Context: an optimization exercise on an open-source flow, tuned for small area, a short achievable clock period and few clock cycles per item. The choices shown serve that exercise and are no tape-out recipe.
Where RTL was checked, it was by simulation tests only, not by an equivalence proof against the original.
Only the layout flow was run in runs 1, 2 and 4; the RTL was not checked for function there.
Power figures rest on the tool's default switching activity, not on a simulated workload.

--- flow/config.mk ---
export PLATFORM = sky130hd
export DESIGN_NAME = TopModule
export DESIGN_NICKNAME = TopModule
export VERILOG_FILES = /design/flow/design.v
export SDC_FILE = /design/flow/constraint.sdc
export NUM_CORES = 4
export LEC_CHECK = 0
export ABC_CLOCK_PERIOD_IN_PS = 1500
export CAP_MARGIN = 20
export CORE_MARGIN = 2
export CORE_UTILIZATION = 50
export SETUP_SLACK_MARGIN = 2.6
export SLEW_MARGIN = 20
--- flow/constraint.sdc ---
create_clock -name core_clock -period 4.5 [get_ports {clk}]
set_input_delay 0.9000 -clock core_clock [delete_from_list [all_inputs] [get_ports {clk}]]
set_output_delay 0.9000 -clock core_clock [all_outputs]
set_load 0.01 [all_outputs]
--- flow/design.v ---
module S00_AXI
#(
	  parameter integer AXI_DATA_WIDTH	= 32
	, parameter integer AXI_ADDR_WIDTH	= 8
	, parameter integer AXI_REGS_COUNT	= 20
)
(
	  input  logic                              AXI_ACLK
	, input  logic                              AXI_ARESETN
	, input  logic [AXI_ADDR_WIDTH - 1 : 0]     AXI_AWADDR
	, input  logic                              AXI_AWVALID
	, output logic                              AXI_AWREADY
	, input  logic [AXI_DATA_WIDTH - 1 : 0]     AXI_WDATA
	, input  logic [(AXI_DATA_WIDTH/8)-1 : 0]   AXI_WSTRB
	, input  logic                              AXI_WVALID
	, output logic                              AXI_WREADY
	, output logic [1 : 0]                      AXI_BRESP
	, output logic                              AXI_BVALID
	, input  logic                              AXI_BREADY
	, input  logic [AXI_ADDR_WIDTH - 1 : 0]     AXI_ARADDR
	, input  logic                              AXI_ARVALID
	, output logic                              AXI_ARREADY
	, output logic [AXI_DATA_WIDTH - 1 : 0]     AXI_RDATA
	, output logic [1 : 0]                      AXI_RRESP
	, output logic                              AXI_RVALID
	, input  logic                              AXI_RREADY
);
	localparam integer NBYTES = AXI_DATA_WIDTH/8;
	assign AXI_AWREADY = 1'b1;
	assign AXI_WREADY  = 1'b1;
	assign AXI_ARREADY = 1'b1;
	assign AXI_BRESP   = 2'b00;
	assign AXI_RRESP   = 2'b00;
	logic                          aw_got, w_got, commit, bvalid;
	logic [AXI_REGS_COUNT - 1 : 0] wrow;
	logic [NBYTES - 1 : 0]         wstrb;
	logic [AXI_DATA_WIDTH - 1 : 0] wdata;
	logic aw_ok, w_ok;
	assign aw_ok = aw_got | AXI_AWVALID;
	assign w_ok  = w_got  | AXI_WVALID;
	always_ff @(posedge AXI_ACLK)
	begin
		if (!AXI_ARESETN)
		begin
			aw_got <= 1'b0;
			w_got  <= 1'b0;
			bvalid <= 1'b0;
		end
		else
		begin
			aw_got <= aw_ok & ~w_ok;
			w_got  <= w_ok & ~aw_ok;
			bvalid <= bvalid ? ~AXI_BREADY : (aw_ok & w_ok);
		end
	end
	assign AXI_BVALID = bvalid;
	always_ff @(posedge AXI_ACLK)
	begin
		if (!AXI_ARESETN)
		begin
			commit <= 1'b1;
			wrow   <= '1;
			wstrb  <= '1;
			wdata  <= '0;
		end
		else
		begin
			commit <= aw_ok & w_ok;
			if (!aw_got)
				for (integer i = 0; i < AXI_REGS_COUNT; i = i + 1)
					wrow[i] <= (AXI_AWADDR[6:2] == i);
			if (!w_got)
			begin
				wstrb <= AXI_WSTRB;
				wdata <= AXI_WDATA;
			end
		end
	end
	logic [AXI_DATA_WIDTH - 1 : 0] regs [AXI_REGS_COUNT];
	genvar r, b;
	generate
		for (r = 0; r < AXI_REGS_COUNT; r = r + 1)
		begin : g_row
			for (b = 0; b < NBYTES; b = b + 1)
			begin : g_byte
				always_ff @(posedge AXI_ACLK)
					if (commit & wrow[r] & wstrb[b]) regs[r][b*8 +: 8] <= wdata[b*8 +: 8];
			end
		end
	endgenerate
	logic                          rvalid;
	logic [AXI_DATA_WIDTH - 1 : 0] rdata;
	always_ff @(posedge AXI_ACLK)
	begin
		if (!AXI_ARESETN) rvalid <= 1'b0;
		else              rvalid <= rvalid ? ~AXI_RREADY : AXI_ARVALID;
	end
	logic [AXI_DATA_WIDTH - 1 : 0] rnext;
	always_comb
	begin
		rnext = {AXI_DATA_WIDTH{rvalid}} & rdata;
		for (integer i = 0; i < AXI_REGS_COUNT; i = i + 1)
			rnext = rnext | ({AXI_DATA_WIDTH{~rvalid & (AXI_ARADDR[6:2] == i)}} & regs[i]);
	end
	always_ff @(posedge AXI_ACLK) rdata <= rnext;
	assign AXI_RDATA  = rdata;
	assign AXI_RVALID = rvalid;
endmodule
module TopModule
#(
      parameter integer   AXI_DATA_WIDTH	  = 32
    , parameter integer   AXI_ADDR_WIDTH	  = 8
)
(
    input  logic                              clk
  , input  logic                              areset_n
  , input  logic [AXI_ADDR_WIDTH - 1 : 0]     S00_AXI_AWADDR
  , input  logic                              S00_AXI_AWVALID
  , output logic                              S00_AXI_AWREADY
  , input  logic [AXI_DATA_WIDTH - 1 : 0]     S00_AXI_WDATA
  , input  logic [(AXI_DATA_WIDTH/8)-1 : 0]   S00_AXI_WSTRB
  , input  logic                              S00_AXI_WVALID
  , output logic                              S00_AXI_WREADY
  , output logic [1 : 0]                      S00_AXI_BRESP
  , output logic                              S00_AXI_BVALID
  , input  logic                              S00_AXI_BREADY
  , input  logic [AXI_ADDR_WIDTH - 1 : 0]     S00_AXI_ARADDR
  , input  logic                              S00_AXI_ARVALID
  , output logic                              S00_AXI_ARREADY
  , output logic [AXI_DATA_WIDTH - 1 : 0]     S00_AXI_RDATA
  , output logic [1 : 0]                      S00_AXI_RRESP
  , output logic                              S00_AXI_RVALID
  , input  logic                              S00_AXI_RREADY
);
  S00_AXI
  #(
      .AXI_DATA_WIDTH(AXI_DATA_WIDTH)
    , .AXI_ADDR_WIDTH(AXI_ADDR_WIDTH)
    , .AXI_REGS_COUNT(20)
  )
  axi_slave
  (
      .AXI_ACLK(        clk)
    , .AXI_ARESETN(     areset_n)
    , .AXI_AWADDR(      S00_AXI_AWADDR)
    , .AXI_AWVALID(     S00_AXI_AWVALID)
    , .AXI_AWREADY(     S00_AXI_AWREADY)
    , .AXI_WDATA(       S00_AXI_WDATA)
    , .AXI_WSTRB(       S00_AXI_WSTRB)
    , .AXI_WVALID(      S00_AXI_WVALID)
    , .AXI_WREADY(      S00_AXI_WREADY)
    , .AXI_BRESP(       S00_AXI_BRESP)
    , .AXI_BVALID(      S00_AXI_BVALID)
    , .AXI_BREADY(      S00_AXI_BREADY)
    , .AXI_ARADDR(      S00_AXI_ARADDR)
    , .AXI_ARVALID(     S00_AXI_ARVALID)
    , .AXI_ARREADY(     S00_AXI_ARREADY)
    , .AXI_RDATA(       S00_AXI_RDATA)
    , .AXI_RRESP(       S00_AXI_RRESP)
    , .AXI_RVALID(      S00_AXI_RVALID)
    , .AXI_RREADY(      S00_AXI_RREADY)
  );
endmodule
--- flow/run.sh ---
#!/bin/bash
# synth_recipe.tcl (not shown) runs the flow's synth.tcl, then flattens the netlist and writes it again
# the make line also repeats each setting of config.mk as NAME=value (left out here)
make -C /OpenROAD-flow-scripts/flow DESIGN_CONFIG=/design/flow/config.mk WORK_HOME=/design/flow/orfs CLKGATE_MAP_FILE= SYNTH_SCRIPT=/design/flow/synth_recipe.tcl finish
==> results.json, run 1 <==
{
  "status": "complete, no violations",
  "ff2ff_path_depth": 10,
  "fill_cells": 3990,
  "syn2layout_area_growth_pct": 22.8,
  "dp_cells": 2406,
  "postRouteAntennaNets": 0,
  "dieArea_mm2": 0.0573,
  "period_share": 0.485,
  "clk_latency_ps": 630,
  "synthCells": 1620,
  "fin_cells": 2658,
  "io_buffer_count": 86,
  "reg2reg_slack_ps": 2320,
  "fin_crit_ps": 2180,
  "hpwl_um": 50000,
  "holdPathEnd": "axi_slave.rdata[0]$_DFF_P_",
  "hold_path_class": "reg -> reg",
  "detail_route.wl_per_cell_um": 31.5,
  "placed_area_mm2": 0.0296,
  "relSlewSlack": 0.383,
  "power_mw": 15.9,
  "finalInstanceArea_mm2": 0.0340,
  "critPathKind": "reg -> reg",
  "worst_slew_pin_slew_ps": 925,
  "fin_hold_ws_ps": 471,
  "worstReg2RegStart": "axi_slave.rvalid$_SDFF_PN0_",
  "fin_skew_ps": 27.0,
  "yosysUniqueCellTypes": 58,
  "synth_area_mm2": 0.0277,
  "clk_pin_slew_worst_paths_ps": 70,
  "crit_fanout": 11,
  "start_util": 0.504,
  "n_antenna_cell": 0,
  "cts_tree": "done",
  "grt_setup_unrepaired": "true",
  "yosys_warnings": 2,
  "yosys.area.top_type": "edfxtp_1",
  "cts_sinks": 733,
  "setup_viol": 0,
  "synth_top_area_share": 0.693,
  "r2r_end": "axi_slave.rdata[10]$_DFF_P_",
  "synth-edff-count": 640,
  "design.core.area_mm2": 0.0550,
  "fin_nets": 1906,
  "startpoint_type": "flop",
  "first_global_vias": 16500,
  "worstPathArrival_ps": 2750,
  "fin_tns_setup_ps": 0,
  "ys_ff_latch": 733,
  "avgSynthCellArea_um2": 17.1,
  "grt_util_all_layers": 0.299,
  "die_x_um": 239,
  "gp_congestion": 0.837,
  "drcViolationCount": 0,
  "vias": 16800,
  "ir_worst_vdd_uv": 313,
  "io_pins": 100,
  "routed_via_density": 6.31,
  "end_kind": "flop",
  "cp.required_ps": 5070,
  "ctsHoldBuffers": 0,
  "hold_depth": 2,
  "clock_path_buffers": 3,
  "cts-root-buf": "clkbuf_16",
  "grt_max_degree": 81,
  "max_freq_mhz": 458,
  "max_cap_viol_count": 0,
  "synth_seq_area_share": 0.760,
  "ys.flop_type": "edfxtp_1",
  "hp-start": "axi_slave.regs[5][0]$_DFFE_PP_",
  "finalHoldViolCount": 0,
  "drt_iter0_markers": 2106,
  "dr.pass1.iters": 5,
  "drive_above_1_share": 0.267,
  "grt-ovfl-total": 0,
  "die-height_um": 239,
  "drt_wl_total_um": 83800,
  "async_flop_share": 0,
  "cts_made_buffers": 75,
  "power_density_mw_per_mm2": 467,
  "h-tree-depth": 3,
  "antenna_found_initial": 2,
  "rows": 86,
  "grt_pass1_wl_um": 119000,
  "timing.final.max_slew_violations": 0,
  "synth_area_leaders": "edfxtp_1 69%, dfxtp_1 6.7%, mux2i_1 3.4%",
  "p_leak_nw": 11.9
}
## cell usage in the layout, fill, tap and decap left out, drive strengths merged, types with 4 or more instances in the layout
cell           instances
a22oi                 99
edfxtp               640
a22o                  44
nor3                  12
dfxtp                 93
clkinv                15
mux4                  30
o21ai                 21
clkdlybuf4s50         46
o22ai                 15
nand4                 14
a21oi                 20
mux2                  44
a221oi                24
nor2b                 35
nor3b                  5
nand2                 60
nor4                   6
a211oi                 6
and4                   4
nor2                  48
or3                    4
or4                    5
bufbuf                 5
or4b                   4
nand2b                 6
buf                  201
a222oi                21
mux2i                 94
nand3                 19
conb                   7
clkbuf               112
inv                    7
o211ai                16
bufinv                 6
and3                  86
o2bb2ai                4
## cell usage after synthesis (3+ instances only)
| cell | instances |
|---|---|
| nand2b_1 | 6 |
| clkbuf_1 | 50 |
| or4b_1 | 3 |
| o211ai_1 | 16 |
| nor2_1 | 36 |
| buf_4 | 15 |
| mux2_2 | 44 |
| a22oi_1 | 99 |
| a21oi_1 | 20 |
| o21ai_0 | 21 |
| nor4_1 | 6 |
| nand2_1 | 59 |
| nor3b_1 | 5 |
| nor2b_1 | 35 |
| o32ai_1 | 3 |
| buf_1 | 6 |
| edfxtp_1 | 640 |
| a221oi_1 | 24 |
| and4_1 | 4 |
| nand4_1 | 14 |
| or4_1 | 5 |
| nor3_1 | 12 |
| inv_1 | 3 |
| nor2_2 | 8 |
| or3_1 | 4 |
| a31oi_1 | 3 |
| and3_1 | 86 |
| nand3_1 | 19 |
| o2bb2ai_1 | 4 |
| dfxtp_1 | 93 |
| a222oi_1 | 21 |
| o22ai_1 | 15 |
| buf_6 | 3 |
| a211oi_1 | 6 |
| mux2i_1 | 94 |
| mux4_2 | 30 |
| buf_2 | 35 |
| a22o_1 | 44 |
## worst max-delay path, stage by stage (launching register included)
cell,delay (ps)
dfxtp_4,360
buf_6,130
buf_12,120
or4_4,500
buf_8,160
buf_12,120
nor2_4,160
buf_12,190
a221oi_1,90
and3_1,180
nand4_1,80
## state kept, by name (all words and copies together), names as in the netlist
name	flops
axi_slave.rvalid	1
axi_slave.wstrb	4
axi_slave.aw_got	1
axi_slave.bvalid	1
axi_slave.wdata	32
axi_slave.commit	1
axi_slave.w_got	1
axi_slave.rdata	32
axi_slave.regs	640
axi_slave.wrow	20
## per-layer routing
layer  global-route usage  vias up  share of wire
met2                0.454      926           0.45
met1                0.418     8636           0.41
met5                    0        -       0.000096
met4                0.121        2          0.040
met3               0.0723      190           0.10
li1                     -     7027              -
## worst max-delay path by stage
stage                                            from                          end  cells past startpoint
after floorplan                     S00_AXI_ARADDR[2]  axi_slave.rdata[25]$_DFF_P_                      6
after global placement              S00_AXI_ARADDR[6]  axi_slave.rdata[18]$_DFF_P_                      7
after detailed placement            S00_AXI_ARADDR[6]  axi_slave.rdata[18]$_DFF_P_                      7
after CTS                 axi_slave.rvalid$_SDFF_PN0_   axi_slave.rdata[3]$_DFF_P_                      9
after global routing      axi_slave.rvalid$_SDFF_PN0_  axi_slave.rdata[10]$_DFF_P_                     10
final                     axi_slave.rvalid$_SDFF_PN0_  axi_slave.rdata[10]$_DFF_P_                     10
## cell families (layout without fill, tap and decap cells)
group	Yosys count	in the layout	synth area share
AO/OA/AOI/OAI	289	289	0.0796
flip-flops	733	733	0.760
buffers and inverters	113	395	0.0198
AND/OR/NAND/NOR	315	318	0.0636
other	2	7	0.000271
multiplexers	168	168	0.0762
## repair_timing
action                     CTS  global route
resized for setup          377            40
setup endpoints to repair  674           180
cloned                      10             0
pin swaps                   63            31
setup buffers               87            15
## report_power, final
group	internal, mW	total, mW	switching [mW]
registers	8.05	8.39	0.345
logic	0.529	1.27	0.745
clock network	3.63	6.21	2.59
total	12.2	15.9	3.67
## layout make-up
| type | instances | area [um^2] | area share |
|---|---|---|---|
| inverter | 3 | 15.0 | 0.000441 |
| clock buffer | 112 | 2130 | 0.0625 |
| clock inverter | 28 | 310 | 0.00912 |
| multi-input combinational | 782 | 6580 | 0.193 |
| timing repair buffer | 252 | 2900 | 0.0853 |
| sequential | 733 | 21200 | 0.622 |
| tap | 748 | 936 | 0.0275 |
## through the flow
stage / worst slack [ps] / utilization
6_report: 2320 / 0.619
5_1_grt: 2280 / 0.619
4_1_cts: 2350 / 0.614
3_5_place_dp: 709 / 0.538
3_3_place_gp: 721 / 0.538
2_1_floorplan: 2080 / -
==> run 2, diff against run 1 <==
--- a/flow/config.mk
+++ b/flow/config.mk
@@ -7,3 +7,2 @@
 export LEC_CHECK = 0
-export ABC_CLOCK_PERIOD_IN_PS = 1500
 export CAP_MARGIN = 20
@@ -11,2 +10,4 @@
 export CORE_UTILIZATION = 50
+export CTS_CLUSTER_DIAMETER = 80
+export CTS_CLUSTER_SIZE = 25
 export SETUP_SLACK_MARGIN = 2.6
==> results.json, run 2 <==
{
  "synth_area_mm2": 0.0277,
  "reg_top3": "axi_slave.regs x640, axi_slave.rdata x32, axi_slave.wdata x32",
  "grt-ovfl-total": 0,
  "dieArea_mm2": 0.0573,
  "startpoint_type": "flop",
  "yosys.area.top_type": "edfxtp_1",
  "ys_ff_latch": 733,
  "synth_top_cells_by_count": "640 x edfxtp_1, 99 x a22oi_1, 94 x mux2i_1, 93 x dfxtp_1, 86 x and3_1",
  "fin_crit_ps": 2240,
  "h-tree-depth": 2,
  "design.core.area_mm2": 0.0550,
  "grt_max_degree": 81,
  "grt_setup_unrepaired": "true",
  "worst_slew_pin_slew_ps": 917,
  "p_leak_nw": 11.5,
  "dp_slack_ps": 709,
  "drt_iter0_markers": 2346,
  "crit_start": "axi_slave.rvalid$_SDFF_PN0_",
  "largest_register_ffs": 640,
  "antenna_found_initial": 1,
  "fin_skew_ps": 27.8,
  "detail_route.wl_per_cell_um": 32.3,
  "clk_pin_slew_worst_paths_ps": 100,
  "yosysUniqueCellTypes": 58,
  "gp_congestion": 0.837,
  "clock_path_buffers": 3,
  "yosys_warnings": 2,
  "worstReg2RegStart": "axi_slave.rvalid$_SDFF_PN0_",
  "max_cap_viol_count": 0,
  "hpwl_um": 50000,
  "relSlewSlack": 0.388,
  "fin_nets": 1889,
  "power_density_mw_per_mm2": 409,
  "drcViolationCount": 0,
  "grt_pass1_wl_um": 119000,
  "crit_fanout": 7,
  "drive_above_1_share": 0.270,
  "synthCells": 1620,
  "period_share": 0.497,
  "max_freq_mhz": 447,
  "rows": 86,
  "yosys.cell_count.top_type": "edfxtp_1",
  "synth_seq_area_share": 0.760,
  "async_flop_share": 0,
  "fin_ws_ps": 2260,
  "postRouteAntennaNets": 0,
  "cp.required_ps": 4970,
  "fill_cells": 4072,
  "cts-root-buf": "clkbuf_16",
  "io_pins": 100,
  "first_global_vias": 16200,
  "mostFrequentLayoutCells": "640 x edfxtp_1, 98 x buf_4, 94 x mux2i_1",
  "hp-start": "axi_slave.regs[2][6]$_DFFE_PP_",
  "worstPathArrival_ps": 2710,
  "timing.final.max_slew_violations": 0,
  "hold_path_class": "reg -> reg",
  "mostFrequentLayoutCell": "edfxtp_1",
  "io_buffer_count": 86,
  "status": "complete, no violations",
  "cts_sinks": 733,
  "clk_latency_ps": 610,
  "cts_made_buffers": 36,
  "regArea_mm2": 0.0212,
  "vias": 16600,
  "dr.pass1.iters": 6,
  "grt_util_all_layers": 0.298,
  "end_kind": "flop",
  "drt_wl_total_um": 84400,
  "avgSynthCellArea_um2": 17.1,
  "synth_area_leaders": "edfxtp_1 69%, dfxtp_1 6.7%, mux2i_1 3.4%",
  "fin_tns_setup_ps": 0,
  "multi_input_area_mm2": 0.00676,
  "critPathKind": "reg -> reg",
  "cts_tree": "done",
  "ir_worst_vdd_uv": 249,
  "synth-edff-count": 640,
  "routed_via_density": 6.38,
  "regMostFlops": "axi_slave.regs",
  "ys.flop_type": "edfxtp_1",
  "fin_hold_ws_ps": 475,
  "die_x_um": 239,
  "syn2layout_area_growth_pct": 19.9,
  "die-height_um": 239,
  "setup_viol": 0,
  "start_util": 0.504,
  "synth_top_area_share": 0.693,
  "finalHoldViolCount": 0
}
[run 2: path summary, 6_finish.rpt]
path,endpoint,slack (ps),depth (start not counted)
min reg2reg,axi_slave.rdata[6]$_DFF_P_,480,2
min,axi_slave.rdata[6]$_DFF_P_,480,2
max reg2reg,axi_slave.rdata[19]$_DFF_P_,2260,9
max,axi_slave.rdata[19]$_DFF_P_,2260,9
[run 2: cell type report]
type                       instances  area share
tap                              748      0.0282
timing repair buffer             275      0.0965
clock buffer                      58      0.0312
multi-input combinational        781       0.203
sequential                       733       0.637
antenna                            3    0.000226
inverter                           3    0.000452
clock inverter                     8     0.00335
[run 2: per-layer routing]
layer  GRT usage  wire length (um)  up-vias
met5           0                 0        -
met4       0.112              3300        0
met3      0.0568              8590      182
met2       0.457             38800      999
met1       0.427             33700     8520
li1            -                 -     6944
[run 2: worst max-delay path, stage by stage, from the launching register on]
cell and delay [ps]:
dfxtp_4 380, buf_6 140, buf_12 110, or4_4 130, buf_8 140, nor2_4 60, buf_12 140, a222oi_1 380
o21ai_1 100, or4_1 520
[run 2: logic make-up (layout without fill, tap and decap cells)]
| group | after synthesis | in the layout | synth area share |
|---|---|---|---|
| buf+inv | 113 | 344 | 0.0198 |
| simple gates | 315 | 317 | 0.0636 |
| mux | 168 | 168 | 0.0762 |
| compound gates | 289 | 289 | 0.0796 |
| other cells | 2 | 10 | 0.000271 |
| flops | 733 | 733 | 0.760 |
[run 2: what timing repair did]
item                       CTS  global route
setup endpoints to repair  675           185
setup buffers              107            16
resized for setup          403            59
pin swaps                   68            42
gates cloned                11             0
hold buffers                 0             0
[run 2: stage by stage]
stage | utilization | instance area (um^2) | cells | total power, mW
finish | 0.605 | 33200 | 2609 | 13.6
global route | 0.604 | 33200 | 2606 | 13.9
CTS | 0.598 | 32900 | 2590 | 13.6
detailed placement | 0.538 | 29600 | 2406 | 9.61
global placement | 0.538 | 29600 | 2406 | 9.57
floorplan | - | 27900 | 1625 | 8.97
[run 2: where the power goes]
group / total (mW) / internal (mW) / switching (mW)
Sequential: 8.38 / 8.03 / 0.349
Clock: 3.89 / 1.74 / 2.15
Combinational: 1.32 / 0.556 / 0.764
==> run 3, diff against run 2 <==
--- a/flow/design.v
+++ b/flow/design.v
@@ -85,4 +85,10 @@
 			begin : g_byte
-				always_ff @(posedge AXI_ACLK)
-					if (commit & wrow[r] & wstrb[b]) regs[r][b*8 +: 8] <= wdata[b*8 +: 8];
+				logic ld;
+				logic [7:0] nxt;
+				assign ld = commit & wrow[r] & wstrb[b];
+				for (genvar i = 0; i < 8; i = i + 1)
+				begin : g_bit
+					AO22 u_ao (.a(ld), .b(wdata[b*8+i]), .c(~ld), .d(regs[r][b*8+i]), .y(nxt[i]));
+				end
+				always_ff @(posedge AXI_ACLK) regs[r][b*8 +: 8] <= nxt;
 			end
@@ -107,2 +113,12 @@
 	assign AXI_RVALID = rvalid;
+endmodule
+module AO22
+(
+	  input  logic a
+	, input  logic b
+	, input  logic c
+	, input  logic d
+	, output logic y
+);
+	assign y = (a & b) | (c & d);
 endmodule
--- a/flow/config.mk
+++ b/flow/config.mk
@@ -10,5 +10,5 @@
 export CORE_UTILIZATION = 50
-export CTS_CLUSTER_DIAMETER = 80
-export CTS_CLUSTER_SIZE = 25
 export SETUP_SLACK_MARGIN = 2.6
 export SLEW_MARGIN = 20
+export SYNTH_HIERARCHICAL = 1
+export SYNTH_MINIMUM_KEEP_SIZE = 0
==> results.json, run 3 <==
{
  "status": "complete, no violations",
  "rows": 85,
  "hold_path_class": "reg -> reg",
  "cts-root-buf": "clkbuf_16",
  "start_util": 0.505,
  "fin_nets": 2699,
  "dieArea_mm2": 0.0561,
  "fin_tns_setup_ps": 0,
  "worst_slew_pin_slew_ps": 1140,
  "max_cap_viol_count": 0,
  "synth_area_leaders": "dfxtp_1 54%, a22o_1 21%, mux2i_1 4.2%",
  "h-tree-depth": 3,
  "drcViolationCount": 0,
  "ir_worst_vdd_uv": 302,
  "synth_area_mm2": 0.0271,
  "yosys.cell_count.top_type": "dfxtp_1",
  "synthCells": 2412,
  "cts_sinks": 733,
  "synth_top_family_by_area": "compound AO/OA/AOI/OAI gates",
  "max_freq_mhz": 462,
  "synth-xor-area-share": 0,
  "mostFrequentLayoutCells": "696 x dfxtp_1, 663 x a22o_1, 148 x nand2_1",
  "antenna_found_initial": 1,
  "yosysUniqueCellTypes": 64,
  "hpwl_um": 64900,
  "fill_cells": 4277,
  "ys.flop_type": "dfxtp_1",
  "synth_compound_area_frac": 0.290,
  "mostFrequentLayoutCell": "dfxtp_1",
  "finish.utilization": 0.628,
  "cts_made_buffers": 76,
  "die-height_um": 237,
  "met3_length_um": 9630,
  "crit_fanout": 6,
  "routed_via_density": 6.79,
  "fin_crit_ps": 2160,
  "regMostFlops": "axi_slave.regs",
  "cp.required_ps": 5060,
  "gp_congestion": 0.897,
  "ctsHoldBuffers": 0,
  "power_density_mw_per_mm2": 497,
  "period_share": 0.481,
  "drive_above_1_share": 0.203,
  "cts_tree": "done",
  "synth_seq_area_share": 0.541,
  "fin_skew_ps": 21.4,
  "drt_iter0_markers": 2649,
  "wl_met2_um": 46000,
  "drt_wl_total_um": 103000,
  "avgSynthCellArea_um2": 11.2,
  "synth_top_cells_by_count": "733 x dfxtp_1, 664 x a22o_1, 154 x nand2_1, 114 x mux2i_1, 109 x a22oi_1",
  "end_kind": "flop",
  "clk_latency_ps": 630,
  "relSlewSlack": 0.241,
  "yosys.area.top_type": "dfxtp_1",
  "first_global_vias": 21900,
  "grt_max_degree": 37,
  "p_leak_nw": 14.1,
  "worst-path-buf-inv": 5,
  "design.core.area_mm2": 0.0537,
  "crit_slowest_cell": "or4b_4",
  "grt-ovfl-total": 0,
  "synth-simple-area-share": 0.0738,
  "io_buffer_count": 86,
  "clock_path_buffers": 3,
  "grt_util_all_layers": 0.356,
  "ys_ff_latch": 733,
  "crit_family": "simple AND/OR/NAND/NOR gates",
  "startpoint_type": "input port",
  "synth-edff-count": 0,
  "setup_viol": 0,
  "power_mw": 16.8,
  "slowest_delay_ps": 550,
  "clk_pin_slew_worst_paths_ps": 60,
  "io_pins": 100,
  "path_cells": "buf_16, buf_12, or4b_4, buf_12, nor3_4, buf_6, clkbuf_16, a22oi_2, nand4_1, or4_1",
  "reg_top3": "axi_slave.regs x640, axi_slave.rdata x32, axi_slave.wdata x32",
  "critPathKind": "in -> reg",
  "yosys_warnings": 9,
  "grt_setup_unrepaired": "true",
  "vias": 23000,
  "detail_route.wl_per_cell_um": 30.5,
  "finalHoldViolCount": 0,
  "worstPathArrival_ps": 2720,
  "dr.pass1.iters": 6,
  "n_antenna_cell": 0,
  "postRouteAntennaNets": 0,
  "wl_met1_um": 42600,
  "largest_register_ffs": 640,
  "grt_pass1_wl_um": 149000,
  "topRoutingLayerUsed": "met5",
  "syn2layout_area_growth_pct": 24.3,
  "timing.final.max_slew_violations": 0,
  "crit_top_cell": "buf_12",
  "synthAdderAreaFrac": 0,
  "synthMuxAreaShare": 0.0616,
  "synth_top_area_share": 0.541,
  "die_x_um": 237,
  "async_flop_share": 0
}
## run 3: stage by stage
step,instances,instance area (um^2),setup WS (ps),hold WS (ps)
after detailed placement,3147,28900,713,447
after global placement,3147,28900,759,445
after CTS,3368,33100,2340,465
after floorplan,2417,27600,2120,431
final,3389,33700,2340,463
after global routing,3389,33700,2300,478
## run 3: report_power, final
part           switching (mW)  internal [mW]  total (mW)
Combinational            1.09           1.12        2.20
Clock                    2.61           3.62        6.23
Sequential              0.840           7.48        8.32
## run 3: path summary, 6_finish.rpt
check | depth (start not counted) | slack, ps | startpoint | endpoint
min | 1 | 460 | axi_slave.regs[14][3]$_DFF_P_ | axi_slave.regs[14][3]$_DFF_P_
min reg2reg | 1 | 460 | axi_slave.regs[14][3]$_DFF_P_ | axi_slave.regs[14][3]$_DFF_P_
max | 10 | 2340 | S00_AXI_ARADDR[3] | axi_slave.rdata[18]$_DFF_P_
max reg2reg | 7 | 2360 | axi_slave.rvalid$_SDFF_PN0_ | axi_slave.rdata[25]$_DFF_P_
## run 3: what timing repair did
action	in CTS	in global routing
endpoints found under the setup margin	706	252
pin swaps	38	47
gates resized for setup	397	105
buffers inserted	79	18
endpoints found under the hold margin	0	0
cloned	11	3
## run 3: logic make-up (layout without fill, tap and decap cells)
family,after synthesis,in the layout
AO/OA/AOI/OAI,947,947
flip-flops,733,733
AND/OR/NAND/NOR,388,390
buffers and inverters,188,462
multiplexers,154,154
other,2,7
## run 3: cell type report
class                   count  area [um^2]  share of cell area
flip-flops and latches    733        14800               0.438
multi-input cells        1498        12400               0.367
inverters                  82          317             0.00939
repair buffers            249         2980              0.0885
well taps                 696          871              0.0258
clock inverters            12          139             0.00412
clock buffers             119         2270              0.0673
## run 3: layer usage
layer / up-vias / global-route usage
met5: - / 0
met4: 2 / 0.152
met3: 300 / 0.0803
met2: 1239 / 0.554
met1: 11500 / 0.477
li1: 9923 / -
Testbench counts of run 3, summed over its fixed seeds: cycles 6,400, items 3,200.
==> run 4, diff against run 3 <==
--- a/flow/design.v
+++ b/flow/design.v
@@ -104,7 +104,12 @@
 	logic [AXI_DATA_WIDTH - 1 : 0] rnext;
-	always_comb
-	begin
-		rnext = {AXI_DATA_WIDTH{rvalid}} & rdata;
-		for (integer i = 0; i < AXI_REGS_COUNT; i = i + 1)
-			rnext = rnext | ({AXI_DATA_WIDTH{~rvalid & (AXI_ARADDR[6:2] == i)}} & regs[i]);
+	logic [AXI_REGS_COUNT - 1 : 0] rsel;
+	RDEC #(.N(AXI_REGS_COUNT)) u_rdec (.a(AXI_ARADDR[6:2]), .hold(rvalid), .sel(rsel));
+	for (genvar i = 0; i < AXI_DATA_WIDTH; i = i + 1)
+	begin : g_rbit
+		logic [AXI_REGS_COUNT - 1 : 0] col;
+		for (genvar j = 0; j < AXI_REGS_COUNT; j = j + 1)
+		begin : g_col
+			assign col[j] = regs[j][i];
+		end
+		RMUX #(.N(AXI_REGS_COUNT)) u_rmux (.sel(rsel), .d(col), .hold(rvalid), .q(rdata[i]), .y(rnext[i]));
 	end
@@ -123,2 +128,60 @@
 	assign y = (a & b) | (c & d);
+endmodule
+module RDEC
+#(
+	  parameter integer N = 20
+)
+(
+	  input  logic [4:0]     a
+	, input  logic           hold
+	, output logic [N - 1:0] sel
+);
+	logic [3:0] lo;
+	logic [7:0] hi;
+	DEC2  u_lo (.a(a[1:0]), .y(lo));
+	DEC3H u_hi (.a(a[4:2]), .hold(hold), .y(hi));
+	for (genvar i = 0; i < N; i = i + 1)
+	begin : g_sel
+		AND2 u_and (.a(hi[i / 4]), .b(lo[i % 4]), .y(sel[i]));
+	end
+endmodule
+module DEC2
+(
+	  input  logic [1:0] a
+	, output logic [3:0] y
+);
+	always_comb
+		for (integer i = 0; i < 4; i = i + 1)
+			y[i] = (a == i);
+endmodule
+module DEC3H
+(
+	  input  logic [2:0] a
+	, input  logic       hold
+	, output logic [7:0] y
+);
+	always_comb
+		for (integer i = 0; i < 8; i = i + 1)
+			y[i] = ~hold & (a == i);
+endmodule
+module AND2
+(
+	  input  logic a
+	, input  logic b
+	, output logic y
+);
+	assign y = a & b;
+endmodule
+module RMUX
+#(
+	  parameter integer N = 20
+)
+(
+	  input  logic [N - 1:0] sel
+	, input  logic [N - 1:0] d
+	, input  logic           hold
+	, input  logic           q
+	, output logic           y
+);
+	assign y = (|(sel & d)) | (hold & q);
 endmodule
==> results.json, run 4 <==
{
  "status": "complete, no violations",
  "crit_slowest_cell": "dfxtp_4",
  "antenna_found_initial": 9,
  "clock_path_buffers": 3,
  "grt_setup_unrepaired": "true",
  "cts_tree": "done",
  "first_global_vias": 21000,
  "postRouteAntennaNets": 0,
  "r2r_end": "axi_slave.rdata[0]$_DFF_P_",
  "hp-start": "axi_slave.regs[11][24]$_DFF_P_",
  "crit_top_cell": "buf_12",
  "cts_made_buffers": 75,
  "synthCells": 2182,
  "timing.final.max_slew_violations": 0,
  "clk_pin_slew_worst_paths_ps": 60,
  "grt_pass1_wl_um": 141000,
  "start_util": 0.509,
  "vias": 21900,
  "mostFrequentLayoutCells": "690 x dfxtp_1, 640 x a22o_1, 234 x a22oi_1",
  "drt_iter0_markers": 2576,
  "worstPathArrival_ps": 1350,
  "comb_power_share": 0.106,
  "largest_register_ffs": 640,
  "switching_share": 0.257,
  "crit_family": "buffers and inverters",
  "rows": 82,
  "worst-path-buf-inv": 3,
  "critPathKind": "reg -> out",
  "grt_max_degree": 63,
  "cts_sinks": 733,
  "fin_hold_ws_ps": 469,
  "yosys_warnings": 11,
  "crit_start": "axi_slave.rvalid$_SDFF_PN0_",
  "p_leak_nw": 12.8,
  "holdPathEnd": "axi_slave.regs[11][24]$_DFF_P_",
  "ctsHoldBuffers": 0,
  "fin_skew_ps": 24.2,
  "dieArea_mm2": 0.0531,
  "fin_crit_ps": 2250,
  "period_share": 0.499,
  "detail_route.wl_per_cell_um": 31.1,
  "finalHoldViolCount": 0,
  "slowest_delay_ps": 360,
  "clkPwrFrac": 0.395,
  "startpoint_type": "flop",
  "drt_wl_total_um": 97500,
  "worstReg2RegStart": "axi_slave.rvalid$_SDFF_PN0_",
  "drcViolationCount": 0,
  "mostFrequentLayoutCell": "dfxtp_1",
  "die-height_um": 230,
  "ff2ff_path_depth": 7,
  "internal-power_mw": 12.3,
  "die_x_um": 230,
  "crit_fanout": 2,
  "clk_latency_ps": 620,
  "cp.required_ps": 3600,
  "io_pins": 100,
  "syn2layout_area_growth_pct": 22.6,
  "grt_util_all_layers": 0.356,
  "h-tree-depth": 3,
  "gp_congestion": 0.804,
  "regMostFlops": "axi_slave.regs",
  "worst_slew_pin_slew_ps": 1090,
  "fin_nets": 2463,
  "reg2reg_slack_ps": 2260,
  "design.core.area_mm2": 0.0504,
  "dr.pass1.iters": 8,
  "end_kind": "output pin",
  "path_cells": "buf_12, buf_12, buf_6",
  "p_switching_mw": 4.26,
  "relSlewSlack": 0.272,
  "max_cap_viol_count": 0,
  "max_freq_mhz": 445,
  "power_density_mw_per_mm2": 528,
  "setup_viol": 0,
  "reg_top3": "axi_slave.regs x640, axi_slave.rdata x32, axi_slave.wdata x32",
  "seqPwrFrac": 0.499,
  "drive_above_1_share": 0.182,
  "hpwl_um": 49900,
  "routed_via_density": 6.97,
  "hold_depth": 1,
  "avgSynthCellArea_um2": 11.8,
  "cts-root-buf": "clkbuf_16",
  "fin_tns_setup_ps": 0,
  "ir_worst_vdd_uv": 325,
  "hold_path_class": "reg -> reg",
  "synth_area_mm2": 0.0256,
  "io_buffer_count": 86,
  "grt-ovfl-total": 0
}
==> run 4: per-layer routing <==
| layer | share of wire | global-route usage |
|---|---|---|
| met1 | 0.41 | 0.495 |
| met2 | 0.44 | 0.535 |
| met3 | 0.11 | 0.0751 |
| met4 | 0.042 | 0.152 |
| met5 | 0.000082 | 0 |
==> run 4: worst max-delay path by stage <==
| stage | end | cells past startpoint |
|---|---|---|
| after global placement | axi_slave.rdata[14]$_DFF_P_ | 6 |
| after global routing | S00_AXI_RVALID | 3 |
| after floorplan | axi_slave.rdata[0]$_DFF_P_ | 5 |
| after detailed placement | axi_slave.rdata[0]$_DFF_P_ | 6 |
| final | S00_AXI_RVALID | 3 |
| after CTS | S00_AXI_RVALID | 3 |
==> run 4: layout make-up <==
| type | instances | area (um^2) |
|---|---|---|
| Antenna cell | 11 | 27.5 |
| Inverter | 80 | 300 |
| Clock inverter | 18 | 275 |
| Multi-Input combinational cell | 1372 | 11300 |
| Clock buffer | 112 | 2300 |
| Tap cell | 672 | 841 |
| Sequential cell | 733 | 14700 |
| Fill cell | 4116 | 18900 |
| Timing Repair Buffer | 142 | 1660 |
==> run 4: stage by stage <==
| step | instances | setup WS, ps | area (um^2) | power, mW | util |
|---|---|---|---|---|---|
| after floorplan | 2187 | 2320 | 25700 | 9.19 | - |
| after global placement | 2912 | 977 | 27300 | 9.80 | 0.541 |
| after detailed placement | 2912 | 879 | 27300 | 9.89 | 0.541 |
| after CTS | 3126 | 2230 | 31200 | 16.5 | 0.619 |
| after global routing | 3131 | 2230 | 31400 | 17.1 | 0.624 |
| final | 3140 | 2250 | 31400 | 16.6 | 0.624 |
==> run 4: power groups by stage <==
stage | clock network [mW] | logic, mW | registers [mW]
after floorplan | 0 | 1.13 | 8.06
after global placement | 0 | 1.50 | 8.30
after detailed placement | 0 | 1.55 | 8.33
after CTS | 6.56 | 1.71 | 8.23
after global routing | 6.83 | 1.89 | 8.36
final | 6.56 | 1.77 | 8.27
==> run 4: repair_timing <==
item	CTS	global route
endpoints found under the setup margin	706	580
cloned	34	3
endpoints found under the hold margin	0	0
buffers inserted	50	0
pin swaps	137	25
resized for setup	358	93

## re-timing with driven ports
Ports are ideal in the flow. The routed layouts listed here were re-timed in OpenROAD.
Step 1: set_driving_cell puts a clkbuf_16 on clk and a buf_2 on each other input, an assumption about the parent block.
Step 2 adds t to the input delays and takes it off the output delays; t is the mean of the earliest and latest rising clock arrival at the registers after step 1. Input paths then give back, and output paths get back, about the clock's delay inside the block.
Slacks: ideal ports / drivers / drivers and shift; pairs: ideal ports / drivers.
run	t, ns	setup slack, ns	hold slack, ns
run 1	0.681	2.318 / 2.259 / 1.578	0.471 / 0.471 / 0.471
run 2	0.653	2.262 / 2.200 / 1.547	0.475 / 0.475 / 0.475
run 3	0.683	2.337 / 2.256 / 1.573	0.463 / 0.463 / 0.463
run 4	0.675	2.253 / 2.190 / 1.623	0.469 / 0.469 / 0.469
After both steps setup and hold are still met in every run listed. For run 3, which loses most, drivers alone change the setup slack by -0.081 ns; drivers and shift together by -0.764 ns.
